Background: an optimization exercise with open tools, aiming at small area, a short achievable clock period and few clock cycles per item. Do not read the settings as production practice. Only simulation tests tie the RTL to the original design; equivalence was not proved.

## design/flow/run.sh

```bash
#!/bin/bash
# synth_recipe.tcl (not shown) runs the flow's synth.tcl, then flattens the netlist and writes it again
# the make line also repeats each setting of config.mk as NAME=value (left out here)
make -C /OpenROAD-flow-scripts/flow DESIGN_CONFIG=/design/flow/config.mk WORK_HOME=/design/flow/orfs CLKGATE_MAP_FILE= SYNTH_SCRIPT=/design/flow/synth_recipe.tcl finish
```

## design/flow/config.mk

```make
export PLATFORM = sky130hd
export DESIGN_NAME = RSA
export DESIGN_NICKNAME = RSA
export VERILOG_FILES = /design/flow/design.v
export SDC_FILE = /design/flow/constraint.sdc
export NUM_CORES = 4
export LEC_CHECK = 0
export ABC_CLOCK_PERIOD_IN_PS = 25000
export CAP_MARGIN = 20
export CORE_MARGIN = 2
export CORE_UTILIZATION = 40
export PLACE_DENSITY = 0.6
export SLEW_MARGIN = 20
```

## design/flow/constraint.sdc

```tcl
create_clock -name core_clock -period 145.0 [get_ports {clk}]
set_input_delay 29.0000 -clock core_clock [delete_from_list [all_inputs] [get_ports {clk}]]
set_output_delay 29.0000 -clock core_clock [all_outputs]
set_load 0.01 [all_outputs]
```

## design/flow/design.v

```verilog
module RSA #(
    parameter WIDTH = 16,
    parameter K = 4
)(
    input clk,
    input reset,
    input [WIDTH-1:0] Data,
    input [5:0] Key,
    input [WIDTH-1:0] N,
    output [WIDTH-1:0] Result,
    output Done
);
    localparam G = 16 / K;            
    localparam CW = (G > 8) ? 4 : (G > 4) ? 3 : (G > 2) ? 2 : 1;
    reg [15:0] Dr, Nr;
    reg [5:0]  Kr;
    always @(posedge clk) begin
        Dr <= Data;
        Nr <= N;
        Kr <= Key;
    end
    reg [15:0] R;           
    reg [16:0] P;           
    reg [CW-1:0] cnt;       
    reg [2:0] j;            
    reg mul;                
    reg first;              
    reg done;
    wire last = (G == 1) ? 1'b1 : (cnt == G - 1);
    wire [15:0] A = mul ? ((Kr == 6'd0) ? 16'd1 : Dr) : R;
    wire [15:0] Aw = A << (cnt * K);      
    wire [16:0] Nx  = {1'b0, Nr};
    wire [16:0] BmN = {1'b0, R} - Nx;
    wire [16:0] Ps [0:K];
    assign Ps[0] = P;
    genvar i;
    generate
        for (i = 0; i < K; i = i + 1) begin : st
            wire s  = Ps[i][16];
            wire [16:0] T = {Ps[i][15:0], 1'b0} + (s ? Nx : ~Nx) + {16'd0, ~s};
            wire [16:0] c2 = Aw[15 - i] ? (T[16] ? {1'b0, R} : BmN) : 17'd0;
            assign Ps[i+1] = T + c2;
        end
    endgenerate
    wire [16:0] Pk = Ps[K];
    wire [15:0] Rn = Pk[16] ? (Pk[15:0] + Nr) : Pk[15:0];
    wire [2:0] msb = Kr[5] ? 3'd5 : Kr[4] ? 3'd4 : Kr[3] ? 3'd3 :
                     Kr[2] ? 3'd2 : Kr[1] ? 3'd1 : 3'd0;
    wire [2:0] je = first ? msb : j;
    always @(posedge clk) begin
        if (reset) begin
            P <= 17'd0;
            cnt <= 0;
            R <= 16'd1;
            mul <= 1'b1;
            first <= 1'b1;
            done <= 1'b0;
            j <= 3'd0;
        end else begin
            P <= last ? 17'd0 : Pk;
            cnt <= last ? 0 : cnt + 1'b1;
            if (last && !done) begin
                R <= Rn;
                first <= 1'b0;
                if (mul) begin
                    if (je == 3'd0) done <= 1'b1;
                    else begin
                        j <= je - 3'd1;
                        mul <= 1'b0;
                    end
                end else begin
                    if (Kr[j]) mul <= 1'b1;
                    else if (j == 3'd0) done <= 1'b1;
                    else j <= j - 3'd1;
                end
            end
        end
    end
    assign Result = R;
    assign Done = done;
endmodule
```

==> results.py <==
metrics = {
    "setup_path": {
        "startpoint": "R[12]",
        "cp.required_ns": 116.00,
        "critPathArrivalTime_ns": 1.61,
        "end_kind": "primary output",
        "cpPeakStageDelay_ns": 0.63,
        "start_kind": "flop",
        "crit_family": "flip-flops",
        "reg2reg_to": "R[15]",
        "critPathKind": "reg -> out",
        "cp_num_cells": 1,
        "reg2regPathDepth": 102,
        "path_max_fanout": 8,
        "r2r_slack_ns": 117.49,
        "rr_startpoint": "P[16]",
        "crit_slowest_cell": "dfxtp_1",
        "cp_num_buf_inv": 1,
        "setup.worst_path.end": "Result[12]",
        "cp_cell_sequence": "clkdlybuf4s50_1",
    },
    "clocking": {
        "clockRootBuffer": "clkbuf_16",
        "cts_setup_buffers": 0,
        "clk_pin_slew_ns": 0.06,
        "cts_tree": "done",
        "ctsResizeCount": 0,
        "clockBufferDepth": 2,
        "cts_max_level": 3,
        "clk_latency_ns": 0.35,
        "ctsHoldBuffers": 0,
        "cts_buffers": 9,
        "clock-sinks": 79,
    },
    "global_route": {
        "grt_pass1_wl_um": 56950,
        "antenna_found_initial": 1,
        "grt_pass1_vias": 10110,
        "overflow": 0,
        "grt_start_max_net_pins": 28,
        "track_usage_pct": 25.20,
    },
    "drt": {
        "wire_per_inst_um": 19.67,
        "dr.pass1.iters": 6,
        "drt_iter0_drc": 969,
        "via_count": 10770,
        "viasPerCell": 5.733,
        "drt.antenna.violating_nets": 0,
        "wirelength_um": 36960,
        "drc": 0,
    },
    "timing": {
        "hold_viol": 0,
        "holdWs_ns": 0.5311,
        "rsz0062_at_grt": "false",
        "drv_slew": 0,
        "fin_crit_ns": 30.61,
        "tightestPinTransition_ns": 1.079,
        "fin_ws_ns": 114.39,
        "slew_headroom_pct": 27.96,
        "setup_viol": 0,
        "finClkSkew_ns": 0.01167,
        "fmax_ghz": 0.03267,
        "period_share_pct": 21.11,
        "tns_ns": 0,
    },
    "place": {
        "dp_worst_setup_slack_ns": 114.61,
        "dp_hpwl_um": 30000,
        "place.gp.congestion": 0.9409,
        "portBuffers": 56,
    },
    "yosys": {
        "avgSynthCellArea_um2": 7.697,
        "netlist_area_um2": 11340,
        "ys_ff_latch": 79,
        "ys_types": 79,
        "synth-async-reset-ratio_pct": 0,
        "synth_edf_count": 0,
        "netlist_instances": 1473,
        "synth_nets": 1685,
        "ys_seq_area_share_pct": 13.95,
        "synth-main-ff-cell": "dfxtp_1",
        "yosys_warnings": 1,
    },
    "outcome": {
        "status": "no timing/DRC/antenna violations",
    },
    "final_layout": {
        "final_nets": 1709,
        "fin_util_pct": 45.08,
        "fillers": 2823,
        "layout_common_cells": "162 x ha_1, 148 x xnor2_1, 142 x nor2_1, 137 x a21oi_1, 116 x nand2_1",
        "drive_gt1_share_pct": 4.197,
        "syn2layout_area_growth_pct": 10.77,
        "num_antenna_cells": 0,
        "layout_commonest_cell": "ha_1",
    },
    "floorplanning": {
        "fp.dieArea_um2": 29710,
        "die_w_um": 172.4,
        "chipHeight_um": 172.4,
        "fp-row-count": 61,
        "start_util_pct": 40.70,
        "coreArea_um2": 27860,
        "ios": 57,
    },
    "job": {
        "maxCapViolCount": 0,
    },
    "min_path": {
        "holdCritPathClass": "reg -> reg",
    },
}
## worst min-delay path by stage
| stage | from | end | depth (start not counted) |
|---|---|---|---|
| 3_5_place_dp | done | done | 2 |
| 6_report | done | done | 2 |
| 5_1_grt | done | done | 2 |
| 4_1_cts | done | done | 2 |
| 3_3_place_gp | done | done | 2 |
| 2_1_floorplan | j[2] | j[2] | 2 |
## area by class of cell
cell class	instances	area (µm²)	area share, %
sequential	79	1582	12.59
tap	378	473.0	3.766
inverter	87	326.6	2.600
clock buffer	10	239.0	1.903
multi-input combinational	1252	9206	73.31
clock inverter	5	81.33	0.6476
timing repair buffer	68	650.6	5.181
## logic make-up after synthesis
| kind of cell | share of synthesized area [%] |
|---|---|
| multiplexers | 4.679 |
| AO/OA/AOI/OAI | 24.38 |
| flip-flops | 13.95 |
| AND/OR/NAND/NOR | 17.81 |
| XOR/XNOR | 14.63 |
| buffers and inverters | 4.900 |
| adder cells (fa/ha/maj) | 19.64 |
## metal layers
layer  vias to the layer above  global-route usage (%)  routed length [µm]  share of wire (%)
met4                         2                   8.732                1088                2.9
met2                       353                   41.58               16850                 46
met5                         -                       0                  13              0.035
li1                       5299                       -                   -                  -
met3                        61                   2.266                2026                5.5
met1                      5058                   34.37               16980                 46
## cells in the mapped netlist, types with 6 or more instances
master	n	share of area, %
xnor2_1	148	11
o21bai_1	27	1.8
a31oi_1	13	0.72
nand4_1	9	0.50
ha_1	162	18
nor2_1	142	4.7
o31a_1	6	0.46
and2_1	11	0.61
mux2i_1	35	3.1
nor2b_1	24	1.3
a21oi_1	138	6.1
or3_1	6	0.33
o21ai_0	74	3.3
or2_2	8	0.44
inv_1	87	2.9
nand2b_1	17	0.94
fa_1	10	1.8
o211ai_1	10	0.66
nand3_1	22	0.97
dfxtp_1	79	14
a311oi_1	12	0.93
a211oi_1	18	1.2
nor3_1	28	1.2
nand2_1	116	3.8
clkbuf_1	42	1.4
o21a_1	29	1.9
xor2_1	33	2.5
and3_1	13	0.72
buf_1	6	0.20
a21o_1	40	2.6
mux4_2	7	1.4
a21boi_0	9	0.60
## tightest hold or removal path, stage by stage, from the launching register on
cell,delay [ns]
dfxtp_1,0.37
a21oi_1,0.05
nor2_1,0.07
## flip-flops by register name, summed over array words and instances (netlist names)
name and cells:
first 1, Kr 6, Nr 16, cnt 2, Dr 16, j 3
mul 1, P 17, R 16, done 1
## through the flow
stage	std cells	area, µm²
3_5_place_dp	1864	12240
5_1_grt	1879	12560
2_1_floorplan	1473	11340
6_report	1879	12560
4_1_cts	1879	12560
3_3_place_gp	1864	12240
Testbench counts, summed over its fixed seeds: cycles 34,968, ops 1,200.

## static timing again, ports no longer ideal
The results above use ideal ports. As a check the final layout listed here was re-extracted and re-timed, cells and wires unchanged.
Step 1, drivers: a clkbuf_16 drives clk and a buf_2 each remaining input, both assumed.
Step 2 also shifts input and output timing later by t, the mid clock arrival at the registers, as if the neighbouring blocks saw the same clock.
Three values: ideal, step 1, step 2; two values: the first two.
shift t [ns]: 0.389
setup slack, ns: 114.389 / 114.347 / 114.566
hold slack, ns: 0.531 / 0.531 / 0.531
After both steps this run still meets setup and hold. The setup slack of this run moves by -0.042 ns with the drivers and by +0.177 ns with both steps.
